What follows belongs to an exercise in optimizing a design on an open flow for small area; a production flow would make more cautious choices.
At most, simulation tests tie the RTL to the original design; equivalence was not proved.
The RTL of runs 2 to 5 was laid out without a check of its function.
Power and IR drop assume default switching activity.

==> design/flow/design.v <==
module cic32
    (
        input i_clk_high,
        input i_reset,
        input [7:0] i_signal,
        output reg o_clk_low,
        output [9:0] o_signal
    );
    reg [4:0] r_counter;
    reg [2:0] r_frames;             
    wire      w_last = (r_counter == 5'd31);
    always @(posedge i_clk_high or posedge i_reset)
        if (i_reset) begin
            r_counter <= 5'd0;
            o_clk_low <= 1'b0;
            r_frames  <= 3'd0;
        end else begin
            r_counter <= r_counter + 5'd1;
            o_clk_low <= w_last;
            if (w_last && r_frames != 3'd5)
                r_frames <= r_frames + 3'd1;
        end
    reg [25:0] r_int0;
    reg [20:0] r_int1;
    reg [15:0] r_int2;
    reg r_c0_8;    
    reg r_c0_13;    
    reg r_c0_18;    
    reg r_c0_23;    
    reg r_c1_3;    
    reg r_c1_8;    
    reg r_c1_13;    
    reg r_c1_18;    
    reg r_c2_3;    
    reg r_c2_8;    
    reg r_c2_13;    
    wire [25:0] w_in0 = {18'd0, i_signal};
    wire [20:0] w_in1 = r_int0[25:5];
    wire [15:0] w_in2 = r_int1[20:5];
    wire [25:0] w_s0;
    wire [25:0] w_k0;    
    assign w_s0[0] = r_int0[0] ^ w_in0[0];
    assign w_k0[0] = r_int0[0] & w_in0[0];
    assign w_s0[1] = r_int0[1] ^ w_in0[1] ^ w_k0[0];
    assign w_k0[1] = (r_int0[1] & w_in0[1]) | (r_int0[1] & w_k0[0]) | (w_in0[1] & w_k0[0]);
    assign w_s0[2] = r_int0[2] ^ w_in0[2] ^ w_k0[1];
    assign w_k0[2] = (r_int0[2] & w_in0[2]) | (r_int0[2] & w_k0[1]) | (w_in0[2] & w_k0[1]);
    assign w_s0[3] = r_int0[3] ^ w_in0[3] ^ w_k0[2];
    assign w_k0[3] = (r_int0[3] & w_in0[3]) | (r_int0[3] & w_k0[2]) | (w_in0[3] & w_k0[2]);
    assign w_s0[4] = r_int0[4] ^ w_in0[4] ^ w_k0[3];
    assign w_k0[4] = (r_int0[4] & w_in0[4]) | (r_int0[4] & w_k0[3]) | (w_in0[4] & w_k0[3]);
    assign w_s0[5] = r_int0[5] ^ w_in0[5] ^ w_k0[4];
    assign w_k0[5] = (r_int0[5] & w_in0[5]) | (r_int0[5] & w_k0[4]) | (w_in0[5] & w_k0[4]);
    assign w_s0[6] = r_int0[6] ^ w_in0[6] ^ w_k0[5];
    assign w_k0[6] = (r_int0[6] & w_in0[6]) | (r_int0[6] & w_k0[5]) | (w_in0[6] & w_k0[5]);
    assign w_s0[7] = r_int0[7] ^ w_in0[7] ^ w_k0[6];
    assign w_k0[7] = (r_int0[7] & w_in0[7]) | (r_int0[7] & w_k0[6]) | (w_in0[7] & w_k0[6]);
    assign w_s0[8] = r_int0[8] ^ r_c0_8;
    assign w_k0[8] = r_int0[8] & r_c0_8;
    assign w_s0[9] = r_int0[9] ^ w_k0[8];
    assign w_k0[9] = r_int0[9] & w_k0[8];
    assign w_s0[10] = r_int0[10] ^ w_k0[9];
    assign w_k0[10] = r_int0[10] & w_k0[9];
    assign w_s0[11] = r_int0[11] ^ w_k0[10];
    assign w_k0[11] = r_int0[11] & w_k0[10];
    assign w_s0[12] = r_int0[12] ^ w_k0[11];
    assign w_k0[12] = r_int0[12] & w_k0[11];
    assign w_s0[13] = r_int0[13] ^ r_c0_13;
    assign w_k0[13] = r_int0[13] & r_c0_13;
    assign w_s0[14] = r_int0[14] ^ w_k0[13];
    assign w_k0[14] = r_int0[14] & w_k0[13];
    assign w_s0[15] = r_int0[15] ^ w_k0[14];
    assign w_k0[15] = r_int0[15] & w_k0[14];
    assign w_s0[16] = r_int0[16] ^ w_k0[15];
    assign w_k0[16] = r_int0[16] & w_k0[15];
    assign w_s0[17] = r_int0[17] ^ w_k0[16];
    assign w_k0[17] = r_int0[17] & w_k0[16];
    assign w_s0[18] = r_int0[18] ^ r_c0_18;
    assign w_k0[18] = r_int0[18] & r_c0_18;
    assign w_s0[19] = r_int0[19] ^ w_k0[18];
    assign w_k0[19] = r_int0[19] & w_k0[18];
    assign w_s0[20] = r_int0[20] ^ w_k0[19];
    assign w_k0[20] = r_int0[20] & w_k0[19];
    assign w_s0[21] = r_int0[21] ^ w_k0[20];
    assign w_k0[21] = r_int0[21] & w_k0[20];
    assign w_s0[22] = r_int0[22] ^ w_k0[21];
    assign w_k0[22] = r_int0[22] & w_k0[21];
    assign w_s0[23] = r_int0[23] ^ r_c0_23;
    assign w_k0[23] = r_int0[23] & r_c0_23;
    assign w_s0[24] = r_int0[24] ^ w_k0[23];
    assign w_k0[24] = r_int0[24] & w_k0[23];
    assign w_s0[25] = r_int0[25] ^ w_k0[24];
    assign w_k0[25] = r_int0[25] & w_k0[24];
    wire [20:0] w_s1;
    wire [20:0] w_k1;    
    assign w_s1[0] = r_int1[0] ^ w_in1[0];
    assign w_k1[0] = r_int1[0] & w_in1[0];
    assign w_s1[1] = r_int1[1] ^ w_in1[1] ^ w_k1[0];
    assign w_k1[1] = (r_int1[1] & w_in1[1]) | (r_int1[1] & w_k1[0]) | (w_in1[1] & w_k1[0]);
    assign w_s1[2] = r_int1[2] ^ w_in1[2] ^ w_k1[1];
    assign w_k1[2] = (r_int1[2] & w_in1[2]) | (r_int1[2] & w_k1[1]) | (w_in1[2] & w_k1[1]);
    assign w_s1[3] = r_int1[3] ^ w_in1[3] ^ r_c1_3;
    assign w_k1[3] = (r_int1[3] & w_in1[3]) | (r_int1[3] & r_c1_3) | (w_in1[3] & r_c1_3);
    assign w_s1[4] = r_int1[4] ^ w_in1[4] ^ w_k1[3];
    assign w_k1[4] = (r_int1[4] & w_in1[4]) | (r_int1[4] & w_k1[3]) | (w_in1[4] & w_k1[3]);
    assign w_s1[5] = r_int1[5] ^ w_in1[5] ^ w_k1[4];
    assign w_k1[5] = (r_int1[5] & w_in1[5]) | (r_int1[5] & w_k1[4]) | (w_in1[5] & w_k1[4]);
    assign w_s1[6] = r_int1[6] ^ w_in1[6] ^ w_k1[5];
    assign w_k1[6] = (r_int1[6] & w_in1[6]) | (r_int1[6] & w_k1[5]) | (w_in1[6] & w_k1[5]);
    assign w_s1[7] = r_int1[7] ^ w_in1[7] ^ w_k1[6];
    assign w_k1[7] = (r_int1[7] & w_in1[7]) | (r_int1[7] & w_k1[6]) | (w_in1[7] & w_k1[6]);
    assign w_s1[8] = r_int1[8] ^ w_in1[8] ^ r_c1_8;
    assign w_k1[8] = (r_int1[8] & w_in1[8]) | (r_int1[8] & r_c1_8) | (w_in1[8] & r_c1_8);
    assign w_s1[9] = r_int1[9] ^ w_in1[9] ^ w_k1[8];
    assign w_k1[9] = (r_int1[9] & w_in1[9]) | (r_int1[9] & w_k1[8]) | (w_in1[9] & w_k1[8]);
    assign w_s1[10] = r_int1[10] ^ w_in1[10] ^ w_k1[9];
    assign w_k1[10] = (r_int1[10] & w_in1[10]) | (r_int1[10] & w_k1[9]) | (w_in1[10] & w_k1[9]);
    assign w_s1[11] = r_int1[11] ^ w_in1[11] ^ w_k1[10];
    assign w_k1[11] = (r_int1[11] & w_in1[11]) | (r_int1[11] & w_k1[10]) | (w_in1[11] & w_k1[10]);
    assign w_s1[12] = r_int1[12] ^ w_in1[12] ^ w_k1[11];
    assign w_k1[12] = (r_int1[12] & w_in1[12]) | (r_int1[12] & w_k1[11]) | (w_in1[12] & w_k1[11]);
    assign w_s1[13] = r_int1[13] ^ w_in1[13] ^ r_c1_13;
    assign w_k1[13] = (r_int1[13] & w_in1[13]) | (r_int1[13] & r_c1_13) | (w_in1[13] & r_c1_13);
    assign w_s1[14] = r_int1[14] ^ w_in1[14] ^ w_k1[13];
    assign w_k1[14] = (r_int1[14] & w_in1[14]) | (r_int1[14] & w_k1[13]) | (w_in1[14] & w_k1[13]);
    assign w_s1[15] = r_int1[15] ^ w_in1[15] ^ w_k1[14];
    assign w_k1[15] = (r_int1[15] & w_in1[15]) | (r_int1[15] & w_k1[14]) | (w_in1[15] & w_k1[14]);
    assign w_s1[16] = r_int1[16] ^ w_in1[16] ^ w_k1[15];
    assign w_k1[16] = (r_int1[16] & w_in1[16]) | (r_int1[16] & w_k1[15]) | (w_in1[16] & w_k1[15]);
    assign w_s1[17] = r_int1[17] ^ w_in1[17] ^ w_k1[16];
    assign w_k1[17] = (r_int1[17] & w_in1[17]) | (r_int1[17] & w_k1[16]) | (w_in1[17] & w_k1[16]);
    assign w_s1[18] = r_int1[18] ^ w_in1[18] ^ r_c1_18;
    assign w_k1[18] = (r_int1[18] & w_in1[18]) | (r_int1[18] & r_c1_18) | (w_in1[18] & r_c1_18);
    assign w_s1[19] = r_int1[19] ^ w_in1[19] ^ w_k1[18];
    assign w_k1[19] = (r_int1[19] & w_in1[19]) | (r_int1[19] & w_k1[18]) | (w_in1[19] & w_k1[18]);
    assign w_s1[20] = r_int1[20] ^ w_in1[20] ^ w_k1[19];
    assign w_k1[20] = (r_int1[20] & w_in1[20]) | (r_int1[20] & w_k1[19]) | (w_in1[20] & w_k1[19]);
    wire [15:0] w_s2;
    wire [15:0] w_k2;    
    assign w_s2[0] = r_int2[0] ^ w_in2[0];
    assign w_k2[0] = r_int2[0] & w_in2[0];
    assign w_s2[1] = r_int2[1] ^ w_in2[1] ^ w_k2[0];
    assign w_k2[1] = (r_int2[1] & w_in2[1]) | (r_int2[1] & w_k2[0]) | (w_in2[1] & w_k2[0]);
    assign w_s2[2] = r_int2[2] ^ w_in2[2] ^ w_k2[1];
    assign w_k2[2] = (r_int2[2] & w_in2[2]) | (r_int2[2] & w_k2[1]) | (w_in2[2] & w_k2[1]);
    assign w_s2[3] = r_int2[3] ^ w_in2[3] ^ r_c2_3;
    assign w_k2[3] = (r_int2[3] & w_in2[3]) | (r_int2[3] & r_c2_3) | (w_in2[3] & r_c2_3);
    assign w_s2[4] = r_int2[4] ^ w_in2[4] ^ w_k2[3];
    assign w_k2[4] = (r_int2[4] & w_in2[4]) | (r_int2[4] & w_k2[3]) | (w_in2[4] & w_k2[3]);
    assign w_s2[5] = r_int2[5] ^ w_in2[5] ^ w_k2[4];
    assign w_k2[5] = (r_int2[5] & w_in2[5]) | (r_int2[5] & w_k2[4]) | (w_in2[5] & w_k2[4]);
    assign w_s2[6] = r_int2[6] ^ w_in2[6] ^ w_k2[5];
    assign w_k2[6] = (r_int2[6] & w_in2[6]) | (r_int2[6] & w_k2[5]) | (w_in2[6] & w_k2[5]);
    assign w_s2[7] = r_int2[7] ^ w_in2[7] ^ w_k2[6];
    assign w_k2[7] = (r_int2[7] & w_in2[7]) | (r_int2[7] & w_k2[6]) | (w_in2[7] & w_k2[6]);
    assign w_s2[8] = r_int2[8] ^ w_in2[8] ^ r_c2_8;
    assign w_k2[8] = (r_int2[8] & w_in2[8]) | (r_int2[8] & r_c2_8) | (w_in2[8] & r_c2_8);
    assign w_s2[9] = r_int2[9] ^ w_in2[9] ^ w_k2[8];
    assign w_k2[9] = (r_int2[9] & w_in2[9]) | (r_int2[9] & w_k2[8]) | (w_in2[9] & w_k2[8]);
    assign w_s2[10] = r_int2[10] ^ w_in2[10] ^ w_k2[9];
    assign w_k2[10] = (r_int2[10] & w_in2[10]) | (r_int2[10] & w_k2[9]) | (w_in2[10] & w_k2[9]);
    assign w_s2[11] = r_int2[11] ^ w_in2[11] ^ w_k2[10];
    assign w_k2[11] = (r_int2[11] & w_in2[11]) | (r_int2[11] & w_k2[10]) | (w_in2[11] & w_k2[10]);
    assign w_s2[12] = r_int2[12] ^ w_in2[12] ^ w_k2[11];
    assign w_k2[12] = (r_int2[12] & w_in2[12]) | (r_int2[12] & w_k2[11]) | (w_in2[12] & w_k2[11]);
    assign w_s2[13] = r_int2[13] ^ w_in2[13] ^ r_c2_13;
    assign w_k2[13] = (r_int2[13] & w_in2[13]) | (r_int2[13] & r_c2_13) | (w_in2[13] & r_c2_13);
    assign w_s2[14] = r_int2[14] ^ w_in2[14] ^ w_k2[13];
    assign w_k2[14] = (r_int2[14] & w_in2[14]) | (r_int2[14] & w_k2[13]) | (w_in2[14] & w_k2[13]);
    assign w_s2[15] = r_int2[15] ^ w_in2[15] ^ w_k2[14];
    assign w_k2[15] = (r_int2[15] & w_in2[15]) | (r_int2[15] & w_k2[14]) | (w_in2[15] & w_k2[14]);
    always @(posedge i_clk_high or posedge i_reset)
        if (i_reset) begin
            r_int0 <= 26'd0;
            r_c0_8 <= 1'b0;
            r_c0_13 <= 1'b0;
            r_c0_18 <= 1'b0;
            r_c0_23 <= 1'b0;
            r_int1 <= 21'd0;
            r_c1_3 <= 1'b0;
            r_c1_8 <= 1'b0;
            r_c1_13 <= 1'b0;
            r_c1_18 <= 1'b0;
            r_int2 <= 16'd0;
            r_c2_3 <= 1'b0;
            r_c2_8 <= 1'b0;
            r_c2_13 <= 1'b0;
        end else begin
            {r_c0_8, r_int0[7:0]} <= {1'b0, r_int0[7:0]} + {1'b0, w_in0[7:0]} + 1'b0;
            r_int0[12:8] <= w_s0[12:8];
            r_c0_13 <= w_k0[12];
            r_int0[17:13] <= w_s0[17:13];
            r_c0_18 <= w_k0[17];
            r_int0[22:18] <= w_s0[22:18];
            r_c0_23 <= w_k0[22];
            r_int0[25:23] <= w_s0[25:23];
            r_int1[2:0] <= w_s1[2:0];
            r_c1_3 <= w_k1[2];
            r_int1[7:3] <= w_s1[7:3];
            r_c1_8 <= w_k1[7];
            r_int1[12:8] <= w_s1[12:8];
            r_c1_13 <= w_k1[12];
            r_int1[17:13] <= w_s1[17:13];
            r_c1_18 <= w_k1[17];
            r_int1[20:18] <= w_s1[20:18];
            r_int2[2:0] <= w_s2[2:0];
            r_c2_3 <= w_k2[2];
            r_int2[7:3] <= w_s2[7:3];
            r_c2_8 <= w_k2[7];
            r_int2[12:8] <= w_s2[12:8];
            r_c2_13 <= w_k2[12];
            r_int2[15:13] <= w_s2[15:13];
        end
    reg [45:0] r_xr;
    always @(posedge i_clk_high) begin
        r_xr <= {r_xr[44:0], r_xr[45]};
        if (r_counter == 5'd0) begin
            r_xr[14] <= r_int2[2];
        end
        if (r_counter == 5'd1) begin
            r_xr[14] <= r_int2[3];
            r_xr[13] <= r_int2[4];
            r_xr[12] <= r_int2[5];
            r_xr[11] <= r_int2[6];
            r_xr[10] <= r_int2[7];
        end
        if (r_counter == 5'd2) begin
            r_xr[10] <= r_int2[8];
            r_xr[9] <= r_int2[9];
            r_xr[8] <= r_int2[10];
            r_xr[7] <= r_int2[11];
            r_xr[6] <= r_int2[12];
        end
        if (r_counter == 5'd3) begin
            r_xr[6] <= r_int2[13];
            r_xr[5] <= r_int2[14];
            r_xr[4] <= r_int2[15];
        end
    end
    wire w_old = (r_frames >= 3'd3);    
    wire w_p1  = (r_counter == 5'd1);
    wire w_p3  = (r_counter == 5'd3);
    wire w_p5  = (r_counter == 5'd5);
    reg  r_k1, r_k2, r_k3, r_s1, r_s2;
    wire a1 = r_xr[14];
    wire b1 = ~(r_xr[32] & w_old);
    wire c1 = w_p1 | r_k1;
    wire s1 = a1 ^ b1 ^ c1;
    reg [63:0] r_cr;
    wire w_wr1 = (r_counter >= 5'd3) && (r_counter <= 5'd15);
    wire w_wr2 = (r_counter >= 5'd5) && (r_counter <= 5'd16);
    wire a2 = r_s1;
    wire b2 = ~(r_cr[63] & w_old);
    wire c2 = w_p3 | r_k2;
    wire s2 = a2 ^ b2 ^ c2;
    wire a3 = r_s2;
    wire b3 = ~(r_cr[15] & w_old);
    wire c3 = w_p5 | r_k3;
    wire s3 = a3 ^ b3 ^ c3;
    always @(posedge i_clk_high) begin
        r_s1 <= s1;
        r_s2 <= s2;
        r_k1 <= (a1 & b1) | (a1 & c1) | (b1 & c1);
        r_k2 <= (a2 & b2) | (a2 & c2) | (b2 & c2);
        r_k3 <= (a3 & b3) | (a3 & c3) | (b3 & c3);
        r_cr <= {r_cr[62:0], r_cr[63]};
        if (w_wr1) r_cr[0]  <= r_s1;
        if (w_wr2) r_cr[16] <= r_s2;
    end
    reg [41:0] r_or;
    wire w_wr3 = (r_counter >= 5'd7) && (r_counter <= 5'd16);
    always @(posedge i_clk_high) begin
        r_or <= {r_or[40:0], r_or[41]};
        if (w_wr3) r_or[0] <= ~s3;
    end
    wire w_valid = (r_frames == 3'd5);
    genvar g;
    generate
        for (g = 0; g < 10; g = g + 1) begin : g_out
            assign o_signal[g] = ~(r_or[36 - g] | ~w_valid);
        end
    endgenerate
endmodule
==> design/flow/flow/run.sh <==
#!/bin/bash
# The standard layout with three changes:
#  - after the standard synthesis, full adders that Yosys mapped with all
#    inputs and outputs inverted are flipped (fa is self-dual) so the inverters
#    cancel (flow/fa_polarity.py; registers are not touched);
#  - CTS adds no dummy loads and clusters up to 20 sinks per leaf buffer;
#  - ports are buffered with buf_1 instead of delay cells.
set -euo pipefail
export CTS_ARGS="-sink_clustering_enable -repair_clock_nets -dont_use_dummy_load -sink_clustering_size 20 -sink_clustering_max_diameter 80 -buf_list {sky130_fd_sc_hd__clkbuf_8}"
export BUFFER_PORTS_ARGS="-buffer_cell sky130_fd_sc_hd__buf_1"
bash standard.sh synth > synth.log 2>&1
R=orfs/results/sky130hd/cic32/base
cp $R/1_2_yosys.v standard_synth.v
python3 flow/fa_polarity.py standard_synth.v $R/1_2_yosys.v > fa_polarity.log 2>&1
rm -f $R/1_synth.odb $R/1_synth.sdc
bash standard.sh > layout.log 2>&1
==> design/flow/flow/fa_polarity.py <==
#!/usr/bin/env python3
"""Remove inverters around full adders in a Yosys netlist.

Yosys's extract_fa sometimes maps a full adder as fa(~a, ~b, ~c) followed by
inverters on SUM and COUT. A full adder is self-dual (fa(~a,~b,~c) gives
~SUM, ~COUT), so such a cell can take the uninverted inputs and the inverters
move to its outputs, where they often cancel against the next cell's input
inverters. This pass flips a full adder whenever that lowers the number of
inverters, then removes double inversions and unused inverters. Registers are
left untouched.

usage: fa_polarity.py IN.v OUT.v
"""
import re
import sys

OUTPINS = {'Y', 'X', 'Q', 'Q_N', 'SUM', 'COUT', 'HI', 'LO'}
INV = 'sky130_fd_sc_hd__inv_1'

src = open(sys.argv[1]).read()
cell_re = re.compile(r'^(\s*)(sky130_fd_sc_hd__\w+)\s+(\S+)\s*\((.*?)\);\s*$', re.S | re.M)
pin_re = re.compile(r'\.(\w+)\(\s*([^()]*?)\s*\)')

cells = {}
order = []
for m in cell_re.finditer(src):
    typ, name, body = m.group(2), m.group(3), m.group(4)
    pins = {p: n for p, n in pin_re.findall(body)}
    cells[name] = [typ, pins]
    order.append(name)
first = cell_re.search(src).start()
last_end = [m.end() for m in cell_re.finditer(src)][-1]
head, tail = src[:first], src[last_end:]

# nets that must stay as they are: ports and anything used in assigns
keep = set()
for line in (head + tail).splitlines():
    line = line.strip()
    if line.startswith('assign'):
        for tok in re.findall(r'(\\\S+\s|[A-Za-z_][\w$]*(?:\[\d+\])?)', line[6:]):
            keep.add(tok.strip())
    if line.startswith(('input', 'output', 'inout')):
        nm = line.rstrip(';').split()[-1]
        keep.add(nm)
# port buses: keep every bit
portnames = set(re.findall(r'^\s*(?:input|output|inout)\s+(?:\[[^\]]*\]\s*)?(\S+?);', head + tail, re.M))

def is_kept(net):
    base = net.split('[')[0].strip()
    return net in keep or base in portnames or base in keep

newnets = []
cnt = [0]

def newnet():
    cnt[0] += 1
    n = '_fapol%d_' % cnt[0]
    newnets.append(n)
    return n

def build():
    drv, loads = {}, {}
    for name, (typ, pins) in cells.items():
        for p, n in pins.items():
            if p in OUTPINS:
                drv[n] = (name, p)
            else:
                loads.setdefault(n, []).append((name, p))
    return drv, loads

def cleanup():
    changed = True
    while changed:
        changed = False
        drv, loads = build()
        for name in list(cells):
            if name not in cells:
                continue
            typ, pins = cells[name]
            if typ != INV:
                continue
            out, inp = pins['Y'], pins['A']
            if is_kept(out):
                continue
            if not loads.get(out):
                del cells[name]
                changed = True
                continue
            d = drv.get(inp)
            if d and cells[d[0]][0] == INV:
                src_net = cells[d[0]][1]['A']
                for (c, p) in loads[out]:
                    cells[c][1][p] = src_net
                del cells[name]
                changed = True
        if changed:
            continue

def ninv():
    return sum(1 for t, _ in cells.values() if t == INV)

def flip(fa):
    typ, pins = cells[fa]
    drv, loads = build()
    for p in ('A', 'B', 'CIN'):
        d = drv.get(pins[p])
        if not d or cells[d[0]][0] != INV:
            # feed an inverter of the current input
            n = newnet()
            cells['_fapol_i%d_' % cnt[0]] = [INV, {'A': pins[p], 'Y': n}]
            pins[p] = n
        else:
            pins[p] = cells[d[0]][1]['A']
    for p in ('SUM', 'COUT'):
        old = pins[p]
        n = newnet()
        pins[p] = n
        cells['_fapol_o%d_' % cnt[0]] = [INV, {'A': n, 'Y': old}]

import copy
cleanup()
start = ninv()
improved = True
while improved:
    improved = False
    for name in list(cells):
        if name not in cells or not cells[name][0].startswith('sky130_fd_sc_hd__fa_'):
            continue
        saved = (copy.deepcopy(cells), list(newnets), cnt[0])
        before = ninv()
        flip(name)
        cleanup()
        if ninv() < before:
            improved = True
        else:
            cells.clear(); cells.update(saved[0]); newnets[:] = saved[1]; cnt[0] = saved[2]
sys.stderr.write('fa_polarity: inverters %d -> %d\n' % (start, ninv()))

out = []
for name, (typ, pins) in cells.items():
    body = ',\n'.join('    .%s(%s%s)' % (p, n, ' ' if n.startswith('\\') else '') for p, n in pins.items())
    out.append('  %s %s (\n%s\n  );' % (typ, name, body))
wires = ''.join('  wire %s;\n' % n for n in newnets)
open(sys.argv[2], 'w').write(head.rstrip() + '\n' + wires + '\n'.join(out) + '\n' + tail)
==> design/flow/standard.sh <==
#!/bin/bash
# synth_recipe.tcl (not shown) runs the flow's synth.tcl, then flattens the netlist and writes it again
# the make line also repeats each setting of config.mk as NAME=value (left out here)
make -C /OpenROAD-flow-scripts/flow DESIGN_CONFIG=/design/flow/config.mk WORK_HOME=/design/flow/orfs CLKGATE_MAP_FILE= SYNTH_SCRIPT=/design/flow/synth_recipe.tcl "${@:-finish}"
==> design/flow/config.mk <==
export PLATFORM = sky130hd
export DESIGN_NAME = cic32
export DESIGN_NICKNAME = cic32
export VERILOG_FILES = /design/flow/design.v
export SDC_FILE = /design/flow/constraint.sdc
export NUM_CORES = 4
export LEC_CHECK = 0
export CAP_MARGIN = 20
export CORE_MARGIN = 2
export CORE_UTILIZATION = 40
export SETUP_SLACK_MARGIN = 0.0
export SLEW_MARGIN = 20
==> design/flow/constraint.sdc <==
create_clock -name core_clock -period 2.6 [get_ports {i_clk_high}]
set_input_delay 0.5200 -clock core_clock [delete_from_list [all_inputs] [get_ports {i_clk_high}]]
set_output_delay 0.5200 -clock core_clock [all_outputs]
set_load 0.01 [all_outputs]
==> results of run 1 <==
[metrics by stage]
| stage | setup TNS, ps | worst slack, ps |
|---|---|---|
| 6_report | 0 | 43.9 |
| 4_1_cts | 0 | 1.73 |
| 3_3_place_gp | 0 | 36.4 |
| 2_1_floorplan | 0 | 83.6 |
| 3_5_place_dp | -15.6 | -15.6 |
| 5_1_grt | -68.3 | -34.8 |
[cell usage in the layout (no fill, tap or decap), types with 9 or more instances in the layout]
| cell type | n |
|---|---|
| sky130_fd_sc_hd__nand2_1 | 12 |
| sky130_fd_sc_hd__dfrtp_1 | 83 |
| sky130_fd_sc_hd__buf_1 | 20 |
| sky130_fd_sc_hd__mux2_2 | 10 |
| sky130_fd_sc_hd__nor2_1 | 17 |
| sky130_fd_sc_hd__xnor2_1 | 11 |
| sky130_fd_sc_hd__ha_1 | 36 |
| sky130_fd_sc_hd__a21oi_1 | 9 |
| sky130_fd_sc_hd__fa_1 | 32 |
| sky130_fd_sc_hd__dfxtp_1 | 157 |
| sky130_fd_sc_hd__inv_1 | 13 |
| sky130_fd_sc_hd__clkbuf_8 | 15 |
[report_power, final]
part	internal (µW)	switching [µW]
Sequential	4300	317
Clock	526	988
Combinational	476	449
[critical path: cells and delay by family (launching register included)]
kind / cells / cell delay (ps)
flip-flops: 1 / 430
adder cells (fa/ha/maj): 5 / 2010
[repair_timing]
| item | in CTS | in global routing |
|---|---|---|
| resized for setup | 1 | 4 |
| setup buffers | 1 | 1 |
| endpoints found under the setup margin | 2 | 6 |
[per-layer routing]
layer,routed length [µm],up-vias,part of all wire (%)
li1,-,1440,-
met1,4100,1461,50
met2,3580,36,44
met3,350,19,4.3
met4,195,0,2.4
met5,0,-,0
[worst paths after layout]
kind                               to  slack (ps)  cells after the start
setup / recovery            r_int2[7]          40                      5
hold / removal             r_int0[24]          90                      2
setup reg to reg            r_int2[7]          40                      5
hold reg to reg               r_cr[1]         330                      0
max in group asynchronous      r_c2_8        1890                      3
min in group core_clock     r_int0[0]         260                      2
[registers in the layout (all words and copies together) (netlist names), 3 cells and up]
name / cells
r_int1: 21
r_frames: 3
r_counter: 5
r_int0: 26
r_cr: 64
r_int2: 16
r_xr: 46
r_or: 42
[final cells by class]
type	count	area [µm²]
timing repair buffer	24	118
multi-input combinational	171	1840
inverter	14	56.3
clock buffer	15	206
fill	1536	9640
sequential	240	5220
tap	225	282
==> impl_metrics.json, run 1 <==
{
  "status": "complete, no violations",
  "placement.cell_area_um2": 7490,
  "final_max_slew_viol_count": 0,
  "final_critical_period_ps": 2560,
  "global_route.usage.met1_pct": 14.1,
  "cell_chosen_for_the_clock_root": "sky130_fd_sc_hd__clkbuf_8",
  "crit_chain": "fa_1 > fa_2 > fa_1 > fa_1 > fa_1",
  "worst_slew_margin_rel_pct": 58.9,
  "worst-slew-pin-transition_ps": 615,
  "die-height_um": 138,
  "syn-instance-count": 430,
  "worst-path-max-fanout": 2,
  "globalRouteMet2Util_pct": 14.6,
  "finish.cell_count_without_fillers": 689,
  "hold_ws_ps": 86.0,
  "post-place-cells": 672,
  "total_via_count_after_detailed_routing": 2956,
  "r2r_start": "r_int1[8]",
  "grt_use_met3_pct": 2.50,
  "cts-htree-levels": 1,
  "clock-sinks": 240,
  "postSynthAreaPerCell_um2": 16.6,
  "clock_tree_from_tritoncts": "done",
  "final-setup-viol-count": 0,
  "clk_pin_slew_ps": 120,
  "period_share_pct": 98.3,
  "die_area_um2": 18900,
  "cts_hold_repair.buffers": 0,
  "crit_start": "r_int1[8]",
  "final_area_um2": 7720,
  "clock_insertion_delay_worst_skew_ps": 490,
  "initial_core_util_pct": 41.1,
  "dpl.hpwl_um": 5620,
  "p_leak_uw": 0.00343,
  "synthesis.nets": 513,
  "drt-total-wl_um": 8230,
  "timing.critical_path.mode_cell": "sky130_fd_sc_hd__fa_1",
  "critPathLaunchType": "flip-flop",
  "cp_slowest_stage_delay_ps": 450,
  "antenna_cells": 0,
  "number_of_antenna_violations_at_the_first_check_in_global_routing": 0,
  "final_standard_cell_utilization_of_the_core_pct": 44.5,
  "worst_hold_path_type": "in2async",
  "fp.dieW_um": 138,
  "top_level_ports": 21,
  "largest_net_degree_at_the_start_of_global_routing": 46,
  "critPathKind": "reg2reg",
  "top_usage_layer": "met2",
  "grt.overflow.total": 0,
  "1st_iter_drt_viols": 101,
  "grt_util_all_layers_pct": 9.79,
  "portBuffers": 20,
  "gp_routability_congestion": 0.708,
  "finalNetCount": 549,
  "syn_area_um2": 7130,
  "critical_path_required_ps": 2960,
  "cts.path.max_buffers": 3,
  "wl_per_cell_um": 11.9,
  "timing.max_cap.violations": 0,
  "arrival_ps": 2920,
  "rsz0062_at_grt": "true",
  "detailedRoute.firstPassIterationCount": 3,
  "power.density_cell_area_nw_per_um2": 914,
  "grt_first_pass_wirelength_um": 14700,
  "timing_hold_violations_final": 0,
  "drc": 0,
  "worst_setup_path_end_kind": "flip-flop",
  "area_growth_syn_to_layout_pct": 8.28,
  "via_count_of_the_first_global_routing_pass": 3058,
  "number_of_vias_per_cell_after_detailed_routing": 4.29,
  "core_area_um2": 17400,
  "crit_path_top_delay_cell": "sky130_fd_sc_hd__fa_1",
  "rows": 48,
  "skew_ps": 18.4,
  "post_drt_antenna_nets": 0,
  "yosys_warnings": 1,
  "final_layout_size_suffix_gt1_share_pct": 8.19,
  "tritoncts.num_buffers": 15,
  "finalPower_uw": 7060,
  "vdd_ir_drop_max_mv": 0.449,
  "fmax_ghz": 0.391
}
==> run 2: changes to the inputs <==
--- a/design/flow/design.v
+++ b/design/flow/design.v
@@ -240,35 +240,34 @@
     wire w_old = (r_frames >= 3'd3);    
     wire w_p1  = (r_counter == 5'd1);
     wire w_p3  = (r_counter == 5'd3);
-    wire w_p5  = (r_counter == 5'd5);
-    reg  r_k1, r_k2, r_k3, r_s1, r_s2;
+    wire w_p4  = (r_counter == 5'd4);
+    reg  r_k1, r_k2, r_k3, r_s1;
     wire a1 = r_xr[14];
     wire b1 = ~(r_xr[32] & w_old);
     wire c1 = w_p1 | r_k1;
     wire s1 = a1 ^ b1 ^ c1;
     reg [63:0] r_cr;
     wire w_wr1 = (r_counter >= 5'd3) && (r_counter <= 5'd15);
-    wire w_wr2 = (r_counter >= 5'd5) && (r_counter <= 5'd16);
+    wire w_wr2 = (r_counter >= 5'd4) && (r_counter <= 5'd15);
     wire a2 = r_s1;
     wire b2 = ~(r_cr[63] & w_old);
     wire c2 = w_p3 | r_k2;
     wire s2 = a2 ^ b2 ^ c2;
-    wire a3 = r_s2;
+    wire a3 = s2;
     wire b3 = ~(r_cr[15] & w_old);
-    wire c3 = w_p5 | r_k3;
+    wire c3 = w_p4 | r_k3;
     wire s3 = a3 ^ b3 ^ c3;
     always @(posedge i_clk_high) begin
         r_s1 <= s1;
-        r_s2 <= s2;
         r_k1 <= (a1 & b1) | (a1 & c1) | (b1 & c1);
         r_k2 <= (a2 & b2) | (a2 & c2) | (b2 & c2);
         r_k3 <= (a3 & b3) | (a3 & c3) | (b3 & c3);
         r_cr <= {r_cr[62:0], r_cr[63]};
         if (w_wr1) r_cr[0]  <= r_s1;
-        if (w_wr2) r_cr[16] <= r_s2;
+        if (w_wr2) r_cr[16] <= s2;
     end
     reg [41:0] r_or;
-    wire w_wr3 = (r_counter >= 5'd7) && (r_counter <= 5'd16);
+    wire w_wr3 = (r_counter >= 5'd6) && (r_counter <= 5'd15);
     always @(posedge i_clk_high) begin
         r_or <= {r_or[40:0], r_or[41]};
         if (w_wr3) r_or[0] <= ~s3;
@@ -277,7 +276,7 @@
     genvar g;
     generate
         for (g = 0; g < 10; g = g + 1) begin : g_out
-            assign o_signal[g] = ~(r_or[36 - g] | ~w_valid);
+            assign o_signal[g] = ~(r_or[37 - g] | ~w_valid);
         end
     endgenerate
 endmodule
==> run 2 against run 1 <==
Compared with the run above: fmax increased by 1.1%; synthesized cell count decreased by 0.23%; critical path type unchanged; first-iteration DRC count decreased by 23%; die area decreased by 0.28%; clock skew increased by 4.1 ps; register-to-register slack improved by 30 ps.
==> impl_metrics.json, run 2 <==
{
  "postSynthAreaPerCell_um2": 16.6,
  "arrival_ps": 2880,
  "clk_pin_slew_ps": 110,
  "post-place-cells": 675,
  "finalNetCount": 551,
  "comb_power_share_pct": 14.1,
  "drt-total-wl_um": 8430,
  "skew_ps": 22.5,
  "timing.critical_path.to": "r_int1[17]",
  "final-setup-viol-count": 0,
  "syn-instance-count": 429,
  "crit-reg2reg-capture": "r_int1[17]",
  "final_critical_period_ps": 2530,
  "worst_hold_path_type": "in2async",
  "core_area_um2": 17400,
  "crit_buf_inv": 0,
  "worst-path-stages": 5,
  "die_area_um2": 18900,
  "period_share_pct": 97.3,
  "crit_chain": "fa_1 > fa_1 > fa_2 > fa_1 > fa_1",
  "number_of_vias_per_cell_after_detailed_routing": 4.37,
  "post_drt_antenna_nets": 0,
  "fmax_ghz": 0.395,
  "grt_first_pass_wirelength_um": 14800,
  "timing.max_cap.violations": 0,
  "clock_insertion_delay_worst_skew_ps": 490,
  "critPathLaunchType": "flip-flop",
  "final_layout_size_suffix_gt1_share_pct": 9.23,
  "worst-slew-pin-transition_ps": 584,
  "biggestRegsByFlops": "r_cr: 64 flops, r_xr: 46 flops, r_or: 42 flops",
  "finalPower_uw": 7140,
  "max_flop_register": "r_cr",
  "syn_area_um2": 7110,
  "internal-power_uw": 5320,
  "layout.cells.most_common": "sky130_fd_sc_hd__dfxtp_1",
  "r2r_start": "r_int0[18]",
  "worst-path-max-fanout": 2,
  "clock-sinks": 239,
  "die-height_um": 137,
  "synthesis.nets": 512,
  "timing_hold_violations_final": 0,
  "drc": 0,
  "critical-path-top-delay-family": "adder cells",
  "via_count_of_the_first_global_routing_pass": 3077,
  "wl_per_cell_um": 12.2,
  "timing.critical_path.mode_cell": "sky130_fd_sc_hd__fa_1",
  "cts_hold_repair.buffers": 0,
  "crit_path_top_delay_cell": "sky130_fd_sc_hd__fa_1",
  "cts.path.max_buffers": 3,
  "worst_slew_margin_rel_pct": 61.0,
  "rsz0062_at_grt": "false",
  "cell_chosen_for_the_clock_root": "sky130_fd_sc_hd__clkbuf_8",
  "power_frac_seq_pct": 64.4,
  "dpl.hpwl_um": 5570,
  "top_level_ports": 21,
  "largest_net_degree_at_the_start_of_global_routing": 43,
  "fp.dieW_um": 137,
  "status": "complete, no violations",
  "critPathKind": "reg2reg",
  "top_library_cells_by_usage_in_the_layout_fill_and_taps_aside": "156 x sky130_fd_sc_hd__dfxtp_1, 83 x sky130_fd_sc_hd__dfrtp_1, 36 x sky130_fd_sc_hd__ha_1, 28 x sky130_fd_sc_hd__fa_1, 20 x sky130_fd_sc_hd__buf_1",
  "portBuffers": 20,
  "yosys_warnings": 1,
  "p_sw_share_pct": 25.5,
  "grt_util_all_layers_pct": 9.82,
  "rows": 48,
  "largest_register_ffs": 64,
  "1st_iter_drt_viols": 78,
  "cp_slowest_stage_delay_ps": 440,
  "number_of_antenna_violations_at_the_first_check_in_global_routing": 0,
  "power.density_cell_area_nw_per_um2": 924,
  "switching_power_uw": 1820,
  "final_max_slew_viol_count": 0,
  "power_frac_clock_pct": 21.5,
  "worst_setup_path_end_kind": "flip-flop",
  "initial_core_util_pct": 41.0,
  "total_via_count_after_detailed_routing": 3019,
  "cells_on_worst_reg2reg_path": 5,
  "p_leak_uw": 0.00345,
  "antenna_cells": 0,
  "clock_tree_from_tritoncts": "done",
  "crit_start": "r_int0[18]",
  "timing.reg2reg.setup_slack_ps": 70,
  "grt.overflow.total": 0,
  "detailedRoute.firstPassIterationCount": 4,
  "cts-htree-levels": 1,
  "gp_routability_congestion": 0.755,
  "finish.cell_count_without_fillers": 691,
  "tritoncts.num_buffers": 15,
  "area_growth_syn_to_layout_pct": 8.68,
  "critical_path_required_ps": 2950,
  "vdd_ir_drop_max_mv": 0.502
}
## run 2: how the worst min path moves through the flow
stage,from,endpoint,slack [ps],depth (start not counted)
after CTS,i_reset,r_int0[24],100,2
after detailed placement,r_or[20],r_or[21],310,0
final,i_reset,r_int0[24],90,2
after global placement,r_xr[35],r_xr[36],310,0
after floorplan,r_cr[9],r_cr[10],310,0
after global routing,i_reset,r_int0[24],110,2
## run 2: metrics by stage
step / hold slack (ps) / area (µm²) / setup TNS [ps] / setup WS (ps) / utilization (%)
4_1_cts: 98.6 / 7700 / 0 / 0.855 / 44.4
2_1_floorplan: 310 / 7110 / 0 / 83.6 / -
6_report: 93.6 / 7730 / 0 / 71.0 / 44.5
3_3_place_gp: 313 / 7490 / 0 / 40.3 / 43.2
5_1_grt: 106 / 7730 / 0 / 2.09 / 44.5
3_5_place_dp: 312 / 7490 / -19.4 / -19.4 / 43.2
## run 2: layout make-up
class / instances / area [µm²]
inverters: 15 / 60.1
flip-flops and latches: 239 / 5200
well taps: 225 / 282
repair buffers: 24 / 118
fillers: 1518 / 9630
multi-input cells: 173 / 1860
clock buffers: 15 / 206
## run 2: metal layers
metal / wire (µm) / up-vias / GRT usage, %
met5: 0 / - / 0
li1: - / 1464 / -
met1: 4290 / 1501 / 14.4
met4: 202 / 0 / 3.15
met2: 3630 / 38 / 14.5
met3: 308 / 16 / 2.24
## run 2: what timing repair did
| item | 4_1_cts | 5_1_grt |
|---|---|---|
| endpoints found under the setup margin | 1 | 6 |
| gates cloned | 0 | 0 |
| buffers inserted | 0 | 1 |
| hold endpoints to repair | 0 | 0 |
| resized for setup | 1 | 8 |
## run 2: power groups by stage
| stage | Clock, µW | Combinational [µW] | Sequential, µW |
|---|---|---|---|
| CTS | 1620 | 1030 | 4620 |
| floorplan | 0 | 779 | 4610 |
| global placement | 0 | 933 | 4680 |
| detailed placement | 0 | 1020 | 4690 |
| finish | 1530 | 1010 | 4600 |
| global route | 1750 | 1240 | 4690 |
==> run 3: changes to the inputs <==
--- a/design/flow/config.mk
+++ b/design/flow/config.mk
@@ -7,6 +7,7 @@
 export LEC_CHECK = 0
 export CAP_MARGIN = 20
 export CORE_MARGIN = 2
-export CORE_UTILIZATION = 40
+export CORE_UTILIZATION = 65
+export PLACE_DENSITY = 0.75
 export SETUP_SLACK_MARGIN = 0.0
 export SLEW_MARGIN = 20
==> run 3 against run 2 <==
Compared with the run above: sequential power about the same; sequential share of layout area rose by 0.93 points; critical endpoint unchanged; design area shrank 1.3%; largest cell class unchanged; clock-buffer cell count did not move; synthesized cell count stayed put.
==> impl_metrics.json, run 3 <==
{
  "area_growth_syn_to_layout_pct": 7.25,
  "cts.path.max_buffers": 3,
  "fp.dieW_um": 109,
  "syn_area_um2": 7110,
  "core_area_um2": 10700,
  "total_via_count_after_detailed_routing": 3023,
  "yosys_warnings": 1,
  "clk_pin_slew_ps": 110,
  "syn-instance-count": 429,
  "grt.overflow.total": 0,
  "hold_ws_ps": 126,
  "cts_hold_repair.buffers": 0,
  "die-height_um": 109,
  "final_layout_size_suffix_gt1_share_pct": 9.87,
  "die_area_um2": 11800,
  "power.density_cell_area_nw_per_um2": 937,
  "number_of_antenna_violations_at_the_first_check_in_global_routing": 0,
  "1st_iter_drt_viols": 151,
  "antenna_cells": 0,
  "drt-total-wl_um": 8520,
  "initial_core_util_pct": 66.2,
  "finalNetCount": 551,
  "comb_power_share_pct": 14.2,
  "vdd_ir_drop_max_mv": 0.670,
  "clock_tree_from_tritoncts": "done",
  "place_ws_ps": -14.6,
  "clock_insertion_delay_worst_skew_ps": 480,
  "final_critical_period_ps": 2510,
  "arrival_ps": 2860,
  "power_frac_seq_pct": 64.5,
  "postSynthAreaPerCell_um2": 16.6,
  "portBuffers": 20,
  "drc": 0,
  "critPathLaunchType": "flip-flop",
  "synthesis.nets": 512,
  "final-setup-viol-count": 0,
  "via_count_of_the_first_global_routing_pass": 3181,
  "final_area_um2": 7620,
  "filler_cell_count": 741,
  "status": "complete, no violations",
  "critPathKind": "reg2reg",
  "p_leak_uw": 0.00345,
  "area.sequential_um2": 5200,
  "top_level_ports": 21,
  "cell_chosen_for_the_clock_root": "sky130_fd_sc_hd__clkbuf_8",
  "max_flop_register": "r_cr",
  "rsz0062_at_grt": "false",
  "grt_util_all_layers_pct": 16.2,
  "number_of_vias_per_cell_after_detailed_routing": 4.99,
  "final_max_slew_viol_count": 0,
  "fmax_ghz": 0.399,
  "gp_routability_congestion": 0.781,
  "biggestRegsByFlops": "r_cr: 64 flops, r_xr: 46 flops, r_or: 42 flops",
  "timing.max_cap.violations": 0,
  "timing.reg2reg.setup_slack_ps": 90,
  "power_frac_clock_pct": 21.3,
  "final_critical_path_setup_slack_ps": 90.6,
  "cts-htree-levels": 1,
  "worst_setup_path_end_kind": "flip-flop",
  "detailedRoute.firstPassIterationCount": 4,
  "layout.cells.most_common": "sky130_fd_sc_hd__dfxtp_1",
  "switching_power_uw": 1820,
  "multiInputGateArea_um2": 1860,
  "final.setup.tns_ps": 0,
  "worst_hold_path_type": "in2async",
  "timing_hold_violations_final": 0,
  "grt_first_pass_wirelength_um": 14900,
  "top_library_cells_by_usage_in_the_layout_fill_and_taps_aside": "156 x sky130_fd_sc_hd__dfxtp_1, 81 x sky130_fd_sc_hd__dfrtp_1, 36 x sky130_fd_sc_hd__ha_1, 27 x sky130_fd_sc_hd__fa_1, 20 x sky130_fd_sc_hd__buf_1",
  "largest_register_ffs": 64,
  "dpl.hpwl_um": 5660,
  "post_drt_antenna_nets": 0,
  "skew_ps": 20.1,
  "placement.cell_area_um2": 7380,
  "period_share_pct": 96.5,
  "largest_net_degree_at_the_start_of_global_routing": 84,
  "worst-slew-pin-transition_ps": 442,
  "p_sw_share_pct": 25.5,
  "tritoncts.num_buffers": 15,
  "rows": 38,
  "worst_slew_margin_rel_pct": 70.5,
  "wl_per_cell_um": 14.1,
  "internal-power_uw": 5320,
  "worst-path-max-fanout": 2,
  "critical_path_required_ps": 2950,
  "clock-sinks": 239
}
-- run 3: what timing repair did --
action / CTS / global route
setup endpoints to repair: 1 / 9
gates resized for setup: 1 / 11
setup buffers: 1 / 1
pin swaps: 0 / 0
-- run 3: worst max-delay path, cell delays in order, from the launching register on --
cell and delay (ps):
sky130_fd_sc_hd__dfrtp_2 450, sky130_fd_sc_hd__fa_2 370, sky130_fd_sc_hd__fa_1 390, sky130_fd_sc_hd__fa_2 360
sky130_fd_sc_hd__fa_1 390, sky130_fd_sc_hd__fa_1 430
-- run 3: path summary, 6_finish.rpt --
kind                        startpoint     endpoint  cells past startpoint
max                         r_int1[13]   r_int1[17]                      5
min                            i_reset   r_int0[23]                      3
max reg2reg                 r_int1[13]   r_int1[17]                      5
min reg2reg                   r_or[39]     r_or[40]                      0
max in group asynchronous      i_reset  r_frames[0]                      3
min in group core_clock    i_signal[0]    r_int0[0]                      2
-- run 3: routing by layer --
metal | global-route usage (%) | up-vias | share of wire [%]
met5 | 0 | - | 0
li1 | - | 1467 | -
met4 | 4.85 | 0 | 1.9
met2 | 24.2 | 36 | 45
met3 | 3.07 | 18 | 3.7
met1 | 24.5 | 1502 | 50
-- run 3: stage by stage --
step                      instances  power [µW]  utilization [%]
after floorplan                 429        5390                -
after global placement          589        5600             68.6
after detailed placement        589        5720             68.6
after CTS                       605        7210             70.7
after global routing            606        7660             71.0
final                           606        7150             71.0
-- run 3: layout make-up --
class | count | share of cell area, %
Timing Repair Buffer | 24 | 1.54
Sequential cell | 239 | 68.2
Multi-Input combinational cell | 173 | 24.4
Clock buffer | 15 | 2.71
Tap cell | 140 | 2.30
Inverter | 15 | 0.788
-- run 3: power by group through the flow --
stage                     Clock [µW]  Combinational [µW]  Sequential, µW
final                           1520                1020            4610
after global placement             0                 917            4680
after CTS                       1570                1010            4620
after floorplan                    0                 779            4610
after global routing            1700                1260            4700
after detailed placement           0                1020            4700
==> run 4: changes to the inputs <==
--- a/design/flow/design.v
+++ b/design/flow/design.v
@@ -212,30 +212,25 @@
             r_int2[15:13] <= w_s2[15:13];
         end
     reg [45:0] r_xr;
+    wire w_clear = (r_counter >= 5'd1) && (r_counter <= 5'd18);
+    wire w_ld1 = (r_counter == 5'd0);
+    wire w_ld2 = (r_counter == 5'd1);
+    wire w_ld3 = (r_counter == 5'd2);
+    wire w_ld4 = (r_counter == 5'd3);
     always @(posedge i_clk_high) begin
         r_xr <= {r_xr[44:0], r_xr[45]};
-        if (r_counter == 5'd0) begin
-            r_xr[14] <= r_int2[2];
-        end
-        if (r_counter == 5'd1) begin
-            r_xr[14] <= r_int2[3];
-            r_xr[13] <= r_int2[4];
-            r_xr[12] <= r_int2[5];
-            r_xr[11] <= r_int2[6];
-            r_xr[10] <= r_int2[7];
-        end
-        if (r_counter == 5'd2) begin
-            r_xr[10] <= r_int2[8];
-            r_xr[9] <= r_int2[9];
-            r_xr[8] <= r_int2[10];
-            r_xr[7] <= r_int2[11];
-            r_xr[6] <= r_int2[12];
-        end
-        if (r_counter == 5'd3) begin
-            r_xr[6] <= r_int2[13];
-            r_xr[5] <= r_int2[14];
-            r_xr[4] <= r_int2[15];
-        end
+        r_xr[33] <= r_xr[32] & ~w_clear;
+        r_xr[4] <= r_xr[3] | (r_int2[15] & w_ld4);
+        r_xr[5] <= r_xr[4] | (r_int2[14] & w_ld4);
+        r_xr[6] <= r_xr[5] | (r_int2[12] & w_ld3) | (r_int2[13] & w_ld4);
+        r_xr[7] <= r_xr[6] | (r_int2[11] & w_ld3);
+        r_xr[8] <= r_xr[7] | (r_int2[10] & w_ld3);
+        r_xr[9] <= r_xr[8] | (r_int2[9] & w_ld3);
+        r_xr[10] <= r_xr[9] | (r_int2[7] & w_ld2) | (r_int2[8] & w_ld3);
+        r_xr[11] <= r_xr[10] | (r_int2[6] & w_ld2);
+        r_xr[12] <= r_xr[11] | (r_int2[5] & w_ld2);
+        r_xr[13] <= r_xr[12] | (r_int2[4] & w_ld2);
+        r_xr[14] <= r_xr[13] | (r_int2[2] & w_ld1) | (r_int2[3] & w_ld2);
     end
     wire w_old = (r_frames >= 3'd3);    
     wire w_p1  = (r_counter == 5'd1);
--- a/design/flow/config.mk
+++ b/design/flow/config.mk
@@ -7,7 +7,6 @@
 export LEC_CHECK = 0
 export CAP_MARGIN = 20
 export CORE_MARGIN = 2
-export CORE_UTILIZATION = 65
-export PLACE_DENSITY = 0.75
+export CORE_UTILIZATION = 40
 export SETUP_SLACK_MARGIN = 0.0
 export SLEW_MARGIN = 20
==> run 4 against run 3 <==
Compared with the run above: highest routed layer unchanged; clock power barely moved; die area is 60% higher; clock-buffer cell count grew 1; critical endpoint is now r_int2[7]; largest power group unchanged; critical path type unchanged.
==> impl_metrics.json, run 4 <==
{
  "postSynthAreaPerCell_um2": 16.9,
  "die-height_um": 137,
  "skew_ps": 54.6,
  "period_share_pct": 97.6,
  "largest_net_degree_at_the_start_of_global_routing": 33,
  "vdd_ir_drop_max_mv": 0.409,
  "layout.cells.most_common": "sky130_fd_sc_hd__dfxtp_1",
  "top_library_cells_by_usage_in_the_layout_fill_and_taps_aside": "156 x sky130_fd_sc_hd__dfxtp_1, 83 x sky130_fd_sc_hd__dfrtp_1, 36 x sky130_fd_sc_hd__ha_1, 31 x sky130_fd_sc_hd__fa_1, 20 x sky130_fd_sc_hd__buf_1",
  "grt.overflow.total": 0,
  "finalNetCount": 543,
  "worst_setup_path_end_kind": "flip-flop",
  "portBuffers": 20,
  "clock_tree_from_tritoncts": "done",
  "power_frac_clock_pct": 21.8,
  "gp_routability_congestion": 0.739,
  "cts-htree-levels": 1,
  "tritoncts.num_buffers": 16,
  "1st_iter_drt_viols": 108,
  "number_of_vias_per_cell_after_detailed_routing": 4.35,
  "cell_chosen_for_the_clock_root": "sky130_fd_sc_hd__clkbuf_8",
  "p_sw_share_pct": 25.1,
  "final_critical_period_ps": 2540,
  "detailedRoute.firstPassIterationCount": 4,
  "grt_util_all_layers_pct": 10.1,
  "post_drt_antenna_nets": 0,
  "p_leak_uw": 0.00345,
  "comb_power_share_pct": 13.4,
  "rsz0062_at_grt": "false",
  "yosys_warnings": 1,
  "clk_pin_slew_ps": 120,
  "area_growth_syn_to_layout_pct": 9.16,
  "multiInputGateArea_um2": 1820,
  "clock_insertion_delay_worst_skew_ps": 490,
  "critical_path_required_ps": 2980,
  "wl_per_cell_um": 12.7,
  "initial_core_util_pct": 41.0,
  "final.setup.tns_ps": 0,
  "arrival_ps": 2910,
  "cts.path.max_buffers": 3,
  "core_area_um2": 17300,
  "worst-slew-pin-transition_ps": 727,
  "filler_cell_count": 1511,
  "syn_area_um2": 7090,
  "worst_hold_path_type": "in2async",
  "drt-total-wl_um": 8670,
  "timing_hold_violations_final": 0,
  "critPathKind": "reg2reg",
  "worst_slew_margin_rel_pct": 51.4,
  "number_of_antenna_violations_at_the_first_check_in_global_routing": 0,
  "die_area_um2": 18800,
  "drc": 0,
  "power_frac_seq_pct": 64.8,
  "worst-path-max-fanout": 2,
  "internal-power_uw": 5330,
  "biggestRegsByFlops": "r_cr: 64 flops, r_xr: 46 flops, r_or: 42 flops",
  "clock-sinks": 239,
  "area.sequential_um2": 5200,
  "finalPower_uw": 7110,
  "antenna_cells": 0,
  "final-setup-viol-count": 0,
  "final_layout_size_suffix_gt1_share_pct": 10.7,
  "max_flop_register": "r_cr",
  "critPathLaunchType": "flip-flop",
  "top_level_ports": 21,
  "via_count_of_the_first_global_routing_pass": 3171,
  "synthesis.nets": 502,
  "timing.max_cap.violations": 0,
  "total_via_count_after_detailed_routing": 2973,
  "fp.dieW_um": 137,
  "status": "complete, no violations",
  "fmax_ghz": 0.394,
  "dpl.hpwl_um": 5850,
  "syn-instance-count": 419,
  "power.density_cell_area_nw_per_um2": 919,
  "switching_power_uw": 1790,
  "largest_register_ffs": 64,
  "grt_first_pass_wirelength_um": 15200,
  "rows": 48,
  "final_max_slew_viol_count": 0
}
## run 4: what timing repair did
action / in CTS / in global routing
setup endpoints to repair: 3 / 4
gates resized for setup: 3 / 3
hold endpoints to repair: 0 / 0
buffers inserted: 1 / 3
pin swaps: 0 / 0
hold buffers: 0 / 0
## run 4: final cells by class
| class | instances | area share [%] |
|---|---|---|
| clock buffers | 16 | 2.85 |
| inverters | 12 | 0.630 |
| multi-input cells | 162 | 23.5 |
| flip-flops and latches | 239 | 67.2 |
| well taps | 225 | 3.64 |
| repair buffers | 29 | 2.17 |
## run 4: layer usage
metal  share of wire (%)  vias to the layer above  track usage (%)
met2                  45                       41             15.6
met1                  49                     1481             14.3
met4                 2.4                        0             3.38
li1                    -                     1433                -
met5                   0                        -                0
met3                 3.7                       18             2.33
## run 4: path summary, 6_finish.rpt
kind	startpoint	endpoint	slack (ps)	cells past startpoint
setup reg to reg	r_int1[8]	r_int2[7]	60	5
hold / removal	i_reset	r_int0[3]	140	2
hold reg to reg	r_cr[16]	r_cr[17]	290	0
setup / recovery	r_int1[8]	r_int2[7]	60	5
max in group asynchronous	i_reset	r_int1[4]	1840	3
min in group core_clock	i_signal[0]	r_int0[0]	250	2
## run 4: power by group through the flow
stage                     Combinational, µW  Clock, µW  Sequential [µW]
after floorplan                         730          0             4600
after global placement                  875          0             4690
after detailed placement                992          0             4700
after CTS                               994       1660             4630
after global routing                   1130       1800             4690
final                                   952       1550             4610
## run 4: metrics by stage
stage | instances | setup WS, ps | util (%) | instance area [µm²] | hold WS [ps]
finish | 683 | 63.4 | 44.7 | 7740 | 135
global route | 683 | 1.53 | 44.7 | 7740 | 157
CTS | 680 | 7.06 | 44.6 | 7710 | 138
detailed placement | 663 | 9.84 | 43.2 | 7470 | 312
global placement | 663 | 38.3 | 43.2 | 7470 | 313
floorplan | 419 | 83.6 | - | 7090 | 310
## run 4: worst max-delay path, cell delays in order (launching register included)
cell                      delay (ps)
sky130_fd_sc_hd__dfrtp_1         440
sky130_fd_sc_hd__fa_1            440
sky130_fd_sc_hd__fa_2            350
sky130_fd_sc_hd__fa_1            380
sky130_fd_sc_hd__fa_1            380
sky130_fd_sc_hd__fa_1            430
==> run 5: changes to the inputs <==
--- a/design/flow/design.v
+++ b/design/flow/design.v
@@ -235,34 +235,35 @@
     wire w_old = (r_frames >= 3'd3);    
     wire w_p1  = (r_counter == 5'd1);
     wire w_p3  = (r_counter == 5'd3);
-    wire w_p4  = (r_counter == 5'd4);
-    reg  r_k1, r_k2, r_k3, r_s1;
+    wire w_p5  = (r_counter == 5'd5);
+    reg  r_k1, r_k2, r_k3, r_s1, r_s2;
     wire a1 = r_xr[14];
     wire b1 = ~(r_xr[32] & w_old);
     wire c1 = w_p1 | r_k1;
     wire s1 = a1 ^ b1 ^ c1;
     reg [63:0] r_cr;
     wire w_wr1 = (r_counter >= 5'd3) && (r_counter <= 5'd15);
-    wire w_wr2 = (r_counter >= 5'd4) && (r_counter <= 5'd15);
+    wire w_wr2 = (r_counter >= 5'd5) && (r_counter <= 5'd16);
     wire a2 = r_s1;
     wire b2 = ~(r_cr[63] & w_old);
     wire c2 = w_p3 | r_k2;
     wire s2 = a2 ^ b2 ^ c2;
-    wire a3 = s2;
+    wire a3 = r_s2;
     wire b3 = ~(r_cr[15] & w_old);
-    wire c3 = w_p4 | r_k3;
+    wire c3 = w_p5 | r_k3;
     wire s3 = a3 ^ b3 ^ c3;
     always @(posedge i_clk_high) begin
         r_s1 <= s1;
+        r_s2 <= s2;
         r_k1 <= (a1 & b1) | (a1 & c1) | (b1 & c1);
         r_k2 <= (a2 & b2) | (a2 & c2) | (b2 & c2);
         r_k3 <= (a3 & b3) | (a3 & c3) | (b3 & c3);
         r_cr <= {r_cr[62:0], r_cr[63]};
         if (w_wr1) r_cr[0]  <= r_s1;
-        if (w_wr2) r_cr[16] <= s2;
+        if (w_wr2) r_cr[16] <= r_s2;
     end
     reg [41:0] r_or;
-    wire w_wr3 = (r_counter >= 5'd6) && (r_counter <= 5'd15);
+    wire w_wr3 = (r_counter >= 5'd7) && (r_counter <= 5'd16);
     always @(posedge i_clk_high) begin
         r_or <= {r_or[40:0], r_or[41]};
         if (w_wr3) r_or[0] <= ~s3;
@@ -271,7 +272,7 @@
     genvar g;
     generate
         for (g = 0; g < 10; g = g + 1) begin : g_out
-            assign o_signal[g] = ~(r_or[37 - g] | ~w_valid);
+            assign o_signal[g] = ~(r_or[36 - g] | ~w_valid);
         end
     endgenerate
 endmodule
==> run 5 against run 4 <==
Compared with the run above: still clean on timing, DRC and antenna; first-iteration DRC count is 44% higher; register-to-register slack about the same; combinational power shrank 2.3%; worst setup slack improved by 0.54 ps; critical path depth unchanged; critical path type unchanged; largest cell class unchanged; highest routed layer unchanged.
==> impl_metrics.json, run 5 <==
{
  "arrival_ps": 2920,
  "comb_power_share_pct": 13.1,
  "placement.cell_area_um2": 7470,
  "worst_hold_path_type": "in2async",
  "number_of_antenna_violations_at_the_first_check_in_global_routing": 0,
  "core_area_um2": 17400,
  "critical_path_required_ps": 2980,
  "crit_start": "r_int0[13]",
  "cells_on_worst_reg2reg_path": 5,
  "post_drt_antenna_nets": 0,
  "via_count_of_the_first_global_routing_pass": 3186,
  "final.setup.tns_ps": 0,
  "cell_chosen_for_the_clock_root": "sky130_fd_sc_hd__clkbuf_8",
  "clock_tree_from_tritoncts": "done",
  "timing.critical_path.mode_cell": "sky130_fd_sc_hd__fa_1",
  "global_route.usage.met1_pct": 14.7,
  "cts.path.max_buffers": 3,
  "largest_net_degree_at_the_start_of_global_routing": 42,
  "drt-total-wl_um": 8720,
  "crit-reg2reg-capture": "r_int1[12]",
  "crit_chain": "fa_1 > fa_2 > fa_1 > fa_1 > fa_1",
  "globalRouteMet2Util_pct": 14.9,
  "crit_path_top_delay_cell": "sky130_fd_sc_hd__fa_1",
  "final-setup-viol-count": 0,
  "die_area_um2": 18800,
  "area_growth_syn_to_layout_pct": 8.69,
  "clk_pin_slew_ps": 120,
  "internal-power_uw": 5330,
  "cts-htree-levels": 1,
  "detailedRoute.firstPassIterationCount": 4,
  "grt_use_met3_pct": 2.47,
  "syn-instance-count": 425,
  "power_frac_seq_pct": 64.8,
  "clock_insertion_delay_worst_skew_ps": 490,
  "period_share_pct": 97.5,
  "critPathLaunchType": "flip-flop",
  "fp.dieW_um": 137,
  "finalPower_uw": 7130,
  "timing.reg2reg.setup_slack_ps": 60,
  "worst_setup_path_end_kind": "flip-flop",
  "r2r_start": "r_int0[13]",
  "top_usage_layer": "met2",
  "fmax_ghz": 0.394,
  "cts_hold_repair.buffers": 0,
  "final_area_um2": 7720,
  "clock-sinks": 240,
  "final_layout_size_suffix_gt1_share_pct": 8.66,
  "final_max_slew_viol_count": 0,
  "grt_first_pass_wirelength_um": 15300,
  "critPathKind": "reg2reg",
  "power_frac_clock_pct": 22.1,
  "drc": 0,
  "grt.overflow.total": 0,
  "layout.cells.most_common": "sky130_fd_sc_hd__dfxtp_1",
  "vdd_ir_drop_max_mv": 0.619,
  "timing_hold_violations_final": 0,
  "power.density_cell_area_nw_per_um2": 923,
  "postSynthAreaPerCell_um2": 16.7,
  "status": "complete, no violations",
  "synthesis.nets": 508,
  "switching_power_uw": 1800,
  "dpl.hpwl_um": 5760,
  "total_via_count_after_detailed_routing": 2998,
  "yosys_warnings": 1,
  "cp_slowest_stage_delay_ps": 450,
  "timing.max_cap.violations": 0,
  "p_leak_uw": 0.00346,
  "1st_iter_drt_viols": 156,
  "antenna_cells": 0,
  "top_level_ports": 21,
  "portBuffers": 20,
  "skew_ps": 43.7,
  "worst-path-max-fanout": 2,
  "tritoncts.num_buffers": 16,
  "finalNetCount": 547,
  "worst_slew_margin_rel_pct": 72.7,
  "biggestRegsByFlops": "r_cr: 64 flops, r_xr: 46 flops, r_or: 42 flops",
  "initial_core_util_pct": 40.9,
  "grt_util_all_layers_pct": 10.3,
  "wl_per_cell_um": 12.7,
  "worst-slew-pin-transition_ps": 406,
  "rows": 48,
  "max_flop_register": "r_cr",
  "die-height_um": 137,
  "syn_area_um2": 7100,
  "largest_register_ffs": 64,
  "top_library_cells_by_usage_in_the_layout_fill_and_taps_aside": "157 x sky130_fd_sc_hd__dfxtp_1, 83 x sky130_fd_sc_hd__dfrtp_1, 36 x sky130_fd_sc_hd__ha_1, 30 x sky130_fd_sc_hd__fa_1, 20 x sky130_fd_sc_hd__buf_1",
  "number_of_vias_per_cell_after_detailed_routing": 4.36,
  "p_sw_share_pct": 25.2,
  "final_critical_period_ps": 2540,
  "gp_routability_congestion": 0.796
}
[run 5: cell types whose count changed in the layout (fill, tap and decap cells not counted), moves of 2 or more]
| cell | before | now |
|---|---|---|
| sky130_fd_sc_hd__a21o_1 | 2 | 5 |
| sky130_fd_sc_hd__a31o_2 | 8 | 5 |
| sky130_fd_sc_hd__buf_4 | 7 | 5 |
| sky130_fd_sc_hd__nor2_1 | 14 | 17 |
| sky130_fd_sc_hd__nor4_1 | 2 | 0 |
| sky130_fd_sc_hd__o21ai_0 | 3 | 6 |
[run 5: worst max path at each step]
stage                            end  slack [ps]
final                     r_int1[12]          60
after global routing      r_int1[12]         -10
after CTS                 r_int1[17]           3
after detailed placement   r_int1[7]          20
after global placement    r_int2[12]          30
after floorplan           r_int2[12]          80
[run 5: cell type report]
type / count / area, µm²
inverters: 12 / 48.8
fillers: 1494 / 9640
flip-flops and latches: 240 / 5220
well taps: 225 / 282
clock buffers: 16 / 220
multi-input cells: 168 / 1820
repair buffers: 26 / 133
[run 5: routing by layer]
metal / vias up / wire length [µm] / part of all wire (%)
met5: - / 0 / 0
met3: 22 / 288 / 3.3
met4: 0 / 328 / 3.8
li1: 1443 / - / -
met2: 39 / 3720 / 43
met1: 1494 / 4380 / 50
[run 5: metrics by stage]
stage,util (%),setup WS (ps),hold slack [ps],cells
floorplan,-,83.6,310,425
global placement,43.0,33.6,313,669
detailed placement,43.0,20.2,312,669
CTS,44.3,3.03,1.06,686
global route,44.5,-10.8,20.4,687
finish,44.5,63.9,2.54,687
[run 5: repair_timing]
item | in CTS | in global routing
pin swaps | 0 | 0
buffers inserted | 1 | 1
endpoints found under the setup margin | 1 | 6
resized for setup | 1 | 6
[run 5: power by group through the flow]
| stage | clock, µW | sequential, µW | combinational [µW] |
|---|---|---|---|
| 2_1_floorplan | 0 | 4620 | 709 |
| 4_1_cts | 1670 | 4640 | 942 |
| 5_1_grt | 1800 | 4710 | 1130 |
| 3_3_place_gp | 0 | 4700 | 862 |
| 6_report | 1580 | 4620 | 930 |
| 3_5_place_dp | 0 | 4710 | 939 |
[run 5: worst max-delay path: cells and delay by family, from the launching register on]
| family | cells | cell delay, ps |
|---|---|---|
| fa+ha+maj | 5 | 2000 |
| flops | 1 | 420 |

## separate check: timing with driven ports
How much do the figures lean on ideal ports? The routed layouts below were timed once more, with nothing changed but the port constraints.
Step 1 assumes that a clkbuf_16 drives the clock port and a buf_2 every other input.
Step 2 moves the port delays by t, midway between the first and last clock arrival at a register: inputs arrive t later, outputs are due t later. That takes back most of the time a late clock gives input paths.
Slacks: ideal / step 1 / step 2; pairs: ideal / step 1.
run	t (ns)	setup slack, ns	hold slack, ns	clock arrival spread, ns	worst register clock-pin slew, ns
run 1	0.516	0.044 / 0.044 / 0.044	0.086 / 0.074 / 0.329	0.019 / 0.019	0.12 / 0.12
run 2	0.514	0.071 / 0.071 / 0.071	0.094 / 0.077 / 0.319	0.024 / 0.024	0.12 / 0.12
run 3	0.506	0.091 / 0.091 / 0.091	0.126 / 0.111 / 0.321	0.022 / 0.023	0.12 / 0.12
run 4	0.500	0.063 / 0.063 / 0.063	0.135 / 0.124 / 0.290	0.055 / 0.054	0.12 / 0.12
run 5	0.514	0.064 / 0.064 / 0.064	0.003 / -0.014 / 0.317	0.048 / 0.049	0.12 / 0.12
After both steps every run listed still meets setup and hold.
